What follows belongs to an exercise in optimizing a design on an open flow for small area; a production flow would make more cautious choices.
The RTL was checked by simulation tests, not by an equivalence proof against the original design.
Power is estimated from default activity; no workload was simulated.

===== run.sh =====
#!/bin/bash
# synth_recipe.tcl (not shown) runs the flow's synth.tcl, then flattens the netlist and writes it again
# the make line also repeats each setting of config.mk as NAME=value (left out here)
make -C /OpenROAD-flow-scripts/flow DESIGN_CONFIG=/design/flow/config.mk WORK_HOME=/design/flow/orfs CLKGATE_MAP_FILE= SYNTH_SCRIPT=/design/flow/synth_recipe.tcl finish

===== constraint.sdc =====
create_clock -name core_clock -period 5.0 [get_ports {clk}]
set_input_delay 1.0000 -clock core_clock [delete_from_list [all_inputs] [get_ports {clk}]]
set_output_delay 1.0000 -clock core_clock [all_outputs]
set_load 0.01 [all_outputs]

===== config.mk =====
export PLATFORM = sky130hd
export DESIGN_NAME = dma_if
export DESIGN_NICKNAME = dma_if
export VERILOG_FILES = /design/flow/design.v
export SDC_FILE = /design/flow/constraint.sdc
export NUM_CORES = 4
export LEC_CHECK = 0
export CAP_MARGIN = 20
export CORE_MARGIN = 2
export CORE_UTILIZATION = 40
export SLEW_MARGIN = 20

===== design.v =====
module dma_if (
  input      [1:0]    peri_sel,
  output reg          dma_req,
  input               dma_gnt,
  output reg [31:0]   dma_addr,
  output reg          dma_we,
  output reg [31:0]   dma_wdata,
  input      [31:0]   dma_rdata,
  input               dma_rvalid,
  input               peri0_req,
  output reg          peri0_gnt,
  input      [31:0]   peri0_addr,
  input               peri0_we,
  input      [31:0]   peri0_wdata,
  output reg [31:0]   peri0_rdata,
  output reg          peri0_rvalid,
  input               peri1_req,
  output reg          peri1_gnt,
  input      [31:0]   peri1_addr,
  input               peri1_we,
  input      [31:0]   peri1_wdata,
  output reg [31:0]   peri1_rdata,
  output reg          peri1_rvalid,
  input               peri2_req,
  output reg          peri2_gnt,
  input      [31:0]   peri2_addr,
  input               peri2_we,
  input      [31:0]   peri2_wdata,
  output reg [31:0]   peri2_rdata,
  output reg          peri2_rvalid,
  input               peri3_req,
  output reg          peri3_gnt,
  input      [31:0]   peri3_addr,
  input               peri3_we,
  input      [31:0]   peri3_wdata,
  output reg [31:0]   peri3_rdata,
  output reg          peri3_rvalid,
  input               clk,
  input               reset 
);
  reg                 peri0_req_regNext;
  reg                 peri0_we_regNext;
  reg        [31:0]   peri0_addr_regNext;
  reg        [31:0]   peri0_wdata_regNext;
  reg                 dma_gnt_regNext;
  reg        [31:0]   dma_rdata_regNextWhen;
  reg                 dma_rvalid_regNext;
  reg                 peri1_req_regNext;
  reg                 peri1_we_regNext;
  reg        [31:0]   peri1_addr_regNext;
  reg        [31:0]   peri1_wdata_regNext;
  reg                 dma_gnt_regNext_1_;
  reg        [31:0]   dma_rdata_regNextWhen_1_;
  reg                 dma_rvalid_regNext_1_;
  reg                 peri2_req_regNext;
  reg                 peri2_we_regNext;
  reg        [31:0]   peri2_addr_regNext;
  reg        [31:0]   peri2_wdata_regNext;
  reg                 dma_gnt_regNext_2_;
  reg        [31:0]   dma_rdata_regNextWhen_2_;
  reg                 dma_rvalid_regNext_2_;
  reg                 peri3_req_regNext;
  reg                 peri3_we_regNext;
  reg        [31:0]   peri3_addr_regNext;
  reg        [31:0]   peri3_wdata_regNext;
  reg                 dma_gnt_regNext_3_;
  reg        [31:0]   dma_rdata_regNextWhen_3_;
  reg                 dma_rvalid_regNext_3_;
  always @ (*) begin
    peri0_gnt = 1'b0;
    case(peri_sel)
      2'b00 : begin
        peri0_gnt = dma_gnt_regNext;
      end
      2'b01 : begin
      end
      2'b10 : begin
      end
      default : begin
      end
    endcase
  end
  always @ (*) begin
    peri0_rdata = 32'h0;
    case(peri_sel)
      2'b00 : begin
        peri0_rdata = dma_rdata_regNextWhen;
      end
      2'b01 : begin
      end
      2'b10 : begin
      end
      default : begin
      end
    endcase
  end
  always @ (*) begin
    peri0_rvalid = 1'b0;
    case(peri_sel)
      2'b00 : begin
        peri0_rvalid = dma_rvalid_regNext;
      end
      2'b01 : begin
      end
      2'b10 : begin
      end
      default : begin
      end
    endcase
  end
  always @ (*) begin
    peri1_gnt = 1'b0;
    case(peri_sel)
      2'b00 : begin
      end
      2'b01 : begin
        peri1_gnt = dma_gnt_regNext_1_;
      end
      2'b10 : begin
      end
      default : begin
      end
    endcase
  end
  always @ (*) begin
    peri1_rdata = 32'h0;
    case(peri_sel)
      2'b00 : begin
      end
      2'b01 : begin
        peri1_rdata = dma_rdata_regNextWhen_1_;
      end
      2'b10 : begin
      end
      default : begin
      end
    endcase
  end
  always @ (*) begin
    peri1_rvalid = 1'b0;
    case(peri_sel)
      2'b00 : begin
      end
      2'b01 : begin
        peri1_rvalid = dma_rvalid_regNext_1_;
      end
      2'b10 : begin
      end
      default : begin
      end
    endcase
  end
  always @ (*) begin
    peri2_gnt = 1'b0;
    case(peri_sel)
      2'b00 : begin
      end
      2'b01 : begin
      end
      2'b10 : begin
        peri2_gnt = dma_gnt_regNext_2_;
      end
      default : begin
      end
    endcase
  end
  always @ (*) begin
    peri2_rdata = 32'h0;
    case(peri_sel)
      2'b00 : begin
      end
      2'b01 : begin
      end
      2'b10 : begin
        peri2_rdata = dma_rdata_regNextWhen_2_;
      end
      default : begin
      end
    endcase
  end
  always @ (*) begin
    peri2_rvalid = 1'b0;
    case(peri_sel)
      2'b00 : begin
      end
      2'b01 : begin
      end
      2'b10 : begin
        peri2_rvalid = dma_rvalid_regNext_2_;
      end
      default : begin
      end
    endcase
  end
  always @ (*) begin
    peri3_gnt = 1'b0;
    case(peri_sel)
      2'b00 : begin
      end
      2'b01 : begin
      end
      2'b10 : begin
      end
      default : begin
        peri3_gnt = dma_gnt_regNext_3_;
      end
    endcase
  end
  always @ (*) begin
    peri3_rdata = 32'h0;
    case(peri_sel)
      2'b00 : begin
      end
      2'b01 : begin
      end
      2'b10 : begin
      end
      default : begin
        peri3_rdata = dma_rdata_regNextWhen_3_;
      end
    endcase
  end
  always @ (*) begin
    peri3_rvalid = 1'b0;
    case(peri_sel)
      2'b00 : begin
      end
      2'b01 : begin
      end
      2'b10 : begin
      end
      default : begin
        peri3_rvalid = dma_rvalid_regNext_3_;
      end
    endcase
  end
  always @ (*) begin
    case(peri_sel)
      2'b00 : begin
        dma_req = peri0_req_regNext;
      end
      2'b01 : begin
        dma_req = peri1_req_regNext;
      end
      2'b10 : begin
        dma_req = peri2_req_regNext;
      end
      default : begin
        dma_req = peri3_req_regNext;
      end
    endcase
  end
  always @ (*) begin
    case(peri_sel)
      2'b00 : begin
        dma_we = peri0_we_regNext;
      end
      2'b01 : begin
        dma_we = peri1_we_regNext;
      end
      2'b10 : begin
        dma_we = peri2_we_regNext;
      end
      default : begin
        dma_we = peri3_we_regNext;
      end
    endcase
  end
  always @ (*) begin
    case(peri_sel)
      2'b00 : begin
        dma_addr = peri0_addr_regNext;
      end
      2'b01 : begin
        dma_addr = peri1_addr_regNext;
      end
      2'b10 : begin
        dma_addr = peri2_addr_regNext;
      end
      default : begin
        dma_addr = peri3_addr_regNext;
      end
    endcase
  end
  always @ (*) begin
    case(peri_sel)
      2'b00 : begin
        dma_wdata = peri0_wdata_regNext;
      end
      2'b01 : begin
        dma_wdata = peri1_wdata_regNext;
      end
      2'b10 : begin
        dma_wdata = peri2_wdata_regNext;
      end
      default : begin
        dma_wdata = peri3_wdata_regNext;
      end
    endcase
  end
  always @ (posedge clk or posedge reset) begin
    if (reset) begin
      peri0_req_regNext <= 1'b0;
      peri0_we_regNext <= 1'b0;
      peri0_addr_regNext <= 32'h0;
      peri0_wdata_regNext <= 32'h0;
      dma_gnt_regNext <= 1'b0;
      dma_rdata_regNextWhen <= 32'h0;
      dma_rvalid_regNext <= 1'b0;
    end else begin
      peri0_req_regNext <= peri0_req;
      if(dma_gnt)begin
        peri0_req_regNext <= 1'b0;
      end
      peri0_we_regNext <= peri0_we;
      peri0_addr_regNext <= peri0_addr;
      peri0_wdata_regNext <= peri0_wdata;
      dma_gnt_regNext <= dma_gnt;
      if((dma_rvalid == 1'b1))begin
        dma_rdata_regNextWhen <= dma_rdata;
      end
      dma_rvalid_regNext <= dma_rvalid;
    end
  end
  always @ (posedge clk or posedge reset) begin
    if (reset) begin
      peri1_req_regNext <= 1'b0;
      peri1_we_regNext <= 1'b0;
      peri1_addr_regNext <= 32'h0;
      peri1_wdata_regNext <= 32'h0;
      dma_gnt_regNext_1_ <= 1'b0;
      dma_rdata_regNextWhen_1_ <= 32'h0;
      dma_rvalid_regNext_1_ <= 1'b0;
    end else begin
      peri1_req_regNext <= peri1_req;
      if(dma_gnt)begin
        peri1_req_regNext <= 1'b0;
      end
      peri1_we_regNext <= peri1_we;
      peri1_addr_regNext <= peri1_addr;
      peri1_wdata_regNext <= peri1_wdata;
      dma_gnt_regNext_1_ <= dma_gnt;
      if((dma_rvalid == 1'b1))begin
        dma_rdata_regNextWhen_1_ <= dma_rdata;
      end
      dma_rvalid_regNext_1_ <= dma_rvalid;
    end
  end
  always @ (posedge clk or posedge reset) begin
    if (reset) begin
      peri2_req_regNext <= 1'b0;
      peri2_we_regNext <= 1'b0;
      peri2_addr_regNext <= 32'h0;
      peri2_wdata_regNext <= 32'h0;
      dma_gnt_regNext_2_ <= 1'b0;
      dma_rdata_regNextWhen_2_ <= 32'h0;
      dma_rvalid_regNext_2_ <= 1'b0;
    end else begin
      peri2_req_regNext <= peri2_req;
      if(dma_gnt)begin
        peri2_req_regNext <= 1'b0;
      end
      peri2_we_regNext <= peri2_we;
      peri2_addr_regNext <= peri2_addr;
      peri2_wdata_regNext <= peri2_wdata;
      dma_gnt_regNext_2_ <= dma_gnt;
      if((dma_rvalid == 1'b1))begin
        dma_rdata_regNextWhen_2_ <= dma_rdata;
      end
      dma_rvalid_regNext_2_ <= dma_rvalid;
    end
  end
  always @ (posedge clk or posedge reset) begin
    if (reset) begin
      peri3_req_regNext <= 1'b0;
      peri3_we_regNext <= 1'b0;
      peri3_addr_regNext <= 32'h0;
      peri3_wdata_regNext <= 32'h0;
      dma_gnt_regNext_3_ <= 1'b0;
      dma_rdata_regNextWhen_3_ <= 32'h0;
      dma_rvalid_regNext_3_ <= 1'b0;
    end else begin
      peri3_req_regNext <= peri3_req;
      if(dma_gnt)begin
        peri3_req_regNext <= 1'b0;
      end
      peri3_we_regNext <= peri3_we;
      peri3_addr_regNext <= peri3_addr;
      peri3_wdata_regNext <= peri3_wdata;
      dma_gnt_regNext_3_ <= dma_gnt;
      if((dma_rvalid == 1'b1))begin
        dma_rdata_regNextWhen_3_ <= dma_rdata;
      end
      dma_rvalid_regNext_3_ <= dma_rvalid;
    end
  end
endmodule

==> run summary <==
[final timing paths]
check | startpoint | end | slack (ns) | depth (start not counted)
setup / recovery | peri_sel[1] | peri3_rdata[21] | 1.02 | 4
hold / removal | dma_rdata_regNextWhen_1_[9] | dma_rdata_regNextWhen_1_[9] | 0.58 | 1
setup reg to reg | dma_rdata_regNextWhen_1_[27] | dma_rdata_regNextWhen_1_[27] | 4.11 | 1
hold reg to reg | dma_rdata_regNextWhen_1_[9] | dma_rdata_regNextWhen_1_[9] | 0.58 | 1
max in group asynchronous | reset | peri3_wdata_regNext[27] | 3.23 | 3
min in group asynchronous | reset | peri3_wdata_regNext[9] | 0.71 | 2
[layout by cell type (no fill, tap or decap), types with 4 or more instances in the layout]
cell / synthesis / layout
mux4_2: 66 / 66
nor2b_1: 4 / 4
clkbuf_16: 0 / 31
nor3b_1: 34 / 34
mux2_2: 30 / 30
buf_12: 0 / 5
clkdlybuf4s50_1: 0 / 501
and3_1: 34 / 34
buf_4: 2 / 6
and3b_1: 68 / 68
clkbuf_1: 24 / 7
diode_2: 0 / 11
clkbuf_8: 0 / 10
dfrtp_1: 298 / 298
[state kept, by name, summed over array words and instances, names as in the netlist, 32 cells and up]
register and flops:
dma_rdata_regNextWhen_1_ 32, peri0_addr_regNext 32, peri0_wdata_regNext 32, peri1_addr_regNext 32, peri1_wdata_regNext 32, peri2_addr_regNext 32
peri2_wdata_regNext 32, peri3_addr_regNext 32, peri3_wdata_regNext 32
[metal layers]
layer,GRT usage (%),vias to the layer above,wire [um]
met5,0,-,41
met4,9.11,6,940
met3,8.93,58,3340
met2,43.7,341,18300
met1,26.2,3534,11200
li1,-,3129,-
[metrics by stage]
step / area [um2] / instances
floorplan: 10600 / 585
CTS: 17000 / 1438
detailed placement: 16000 / 1386
global placement: 16000 / 1386
global route: 17000 / 1449
finish: 17000 / 1449
[logic make-up (layout without fill, tap and decap cells)]
family | count (synthesis) | count (layout)
other | 0 | 11
and+or+nand+nor | 140 | 140
buffers and inverters | 49 | 567
DFF | 298 | 298
muxes | 98 | 98
[cell type report]
| type | instances | area [um2] | area share, % |
|---|---|---|---|
| inverter | 1 | 7.51 | 0.0440 |
| timing repair buffer | 514 | 5180 | 30.4 |
| clock buffer | 48 | 940 | 5.51 |
| multi-input combinational | 238 | 2940 | 17.2 |
| antenna | 11 | 27.5 | 0.162 |
| sequential | 298 | 7460 | 43.8 |
| tap | 335 | 419 | 2.46 |
| clock inverter | 4 | 73.8 | 0.433 |
[power groups by stage]
stage                     sequential (uW)  combinational, uW  clock [uW]
after global routing                 2630                890        2430
after detailed placement             2660                841           0
final                                2620                833        2260
after global placement               2660                839           0
after floorplan                      2630                326           0
after CTS                            2620                846        2310
==> impl_results.md <==
* Synth-to-Final Area Change at 60.1%
* #FFs+latches synth at 298
* Slowest CP cell: buf_6
* Synth top area cells: dfrtp_1 (70%), mux4_2 (14%), and3b_1 (5.6%)
* Max-slew headroom at 37.3%
* Internal power at 4460 uW
* Startpoint Class: primary input
* Final TNS setup at 0 ns
* Seq pwr share at 45.8%
* Fmax at between 200 and 300 MHz
* Pwr/cell area at around 330 nW/um2
* Crit end category: primary output
* Chip Height at approximately 170 um
* Mapped Nets at just under 900
* Critical path class: primary input to primary output
* Top-count cell post-synth: dfrtp_1
* Wirelength per Cell at between 20 and 25 um
* Fin crit period at 3.98 ns
* Port Buffers at around 500
* Vias in the first global route at between 7000 and 8000
* Core ar. at 26100 um2
* Power share of the clock group at 39.6%
* Largest net degree at the start of global routing at 160
* H-tree levels at 1
* Number of fill cells in the layout at 1928
* Skew final at 0 ns
* Worst slack, placed at 1.03 ns
* Avg Cell Area, Syn at roughly 18 um2
* Max Cap Viol at 0
* Via density at 4.88
* Most area-hungry cell type in the Yosys netlist: dfrtp_1
* Main combinational cell family by area after synthesis: multiplexers
* CP cell instances: buf_6, buf_4, and3_1, clkdlybuf4s50_1
* Outcome: timing/DRC/antenna clean
* Reg clk slew, reported paths at about 0.06 ns
* Drt drc at 0
* Antenna violations before repair at 16
* Die Wd at around 170 um
* Worst-margin pin slew at roughly 0.94 ns
* Crit path DAT at roughly 3.0 ns
* Yosys warnings at 1
* Die ar. at 27900 um2
* Cell family with most CP delay: buffers and inverters
* GR Overflow Total at 0
* Worst EP required at 4.00 ns
* Buffer count from post-CTS setup fixing at 0
* Worst skew pair latency at 0.54 ns
* Area share of the largest cell type after synthesis at 70.1%
* GPL Wtd Cong at ~0.8
* Total Power at between 5000 and 6000 uW
* Detailed placement HPWL at between 20000 and 30000 um
* Simple-gate share of the synthesized area at roughly a tenth
* Adder-Cell Fraction of Synth Area at 0%
* Final wirelength at between 30000 and 40000 um
* First-pass GRT wire length at between 40000 and 50000 um
* Worst Hold Class: flop to flop
* Leak at between 0.007 and 0.008 uW
* Final WS setup at a little over 1 ns
* Final period util at about four fifths
* Clk Tree Root Cell: clkbuf_16
* Starting density of the core at between 40% and 50%
* Hold_ws at 0.582 ns
* Compound-cell area share of the yosys netlist at 0%
* Setup Viol. Count Final at 0
* Peak VDD IR at roughly 0.00035 V
* Most used DFF post-synth: dfrtp_1
* Post-synthesis sequential area ratio at a little over two thirds
* Final hold violations at 0
* Post-Syn Area at 10600 um2
* CTS Buf Count at 31
* Post-synth ARST share at between 90% and 100%
* NumNets Final at roughly 1400
* Top Ports at between 500 and 600
* Switching fraction of total power at 21.9%
* Layout cell share with drive strength beyond 1 at roughly 14%
* CTS tree: done
* Total number of vias at 7068
* Slowest Stage Delay on Critical Path at 0.62 ns
* Total GRT Usage at about a quarter
* Number of library cell types mapped by synthesis at 14
* Slew Viols, Final at 0
* Longest Clk Path Bufs at 3
* Max FO, Critical Path at around 120
* Hold_buf cts at 0
* Worst Path Buf+Inv at 3
* XOR/XNOR Fraction of Synth Area at 0%
* DR pass1 iterations at 4
* Row cnt at between 50 and 60
* Unrepaired setup endpoints after global routing: false
* Resized cells post-CTS at 0
* Post-DRT Antenna Nets at 0
* # clock sinks at approximately 300
* Sw Pwr at 1250 uW
* Number of synthesized flops with an enable pin at 0
* Iteration-0 DRC Markers at 329
* Most instantiated cells after synthesis: dfrtp_1 (298), and3b_1 (68), mux4_2 (66), and3_1 (34), nor3b_1 (34)
* Fin util at approximately two thirds
* Multiplexer area fraction after synthesis at between 10% and 20%
* Logic pwr share at 14.6%
* Synthesized instance count at 585

[separate check: timing with driven ports]
Ports are ideal in the flow. The routed layout listed here was re-timed in OpenROAD. Step 1 (the two cells are an assumption about what drives the block):
set clk [get_ports {clk}]
set_driving_cell -lib_cell sky130_fd_sc_hd__clkbuf_16 $clk
set_driving_cell -lib_cell sky130_fd_sc_hd__buf_2 [delete_from_list [all_inputs] $clk]
Step 2 moves the port delays by t, midway between the first and last clock arrival at a register: inputs arrive t later, outputs are due t later. That takes back most of the time a late clock gives input paths. a / b / c = ideal / step 1 / step 2; a / b = the first two.
t (ns): 0.587
slack for setup (ns): 1.023 / 0.983 / 0.983
worst setup path at the end: input to output
worst slew at a driven data input, ns: 0.11
After both steps setup and hold are still met in this run. The setup slack of this run moves by -0.040 ns with the drivers and by -0.040 ns with both steps.
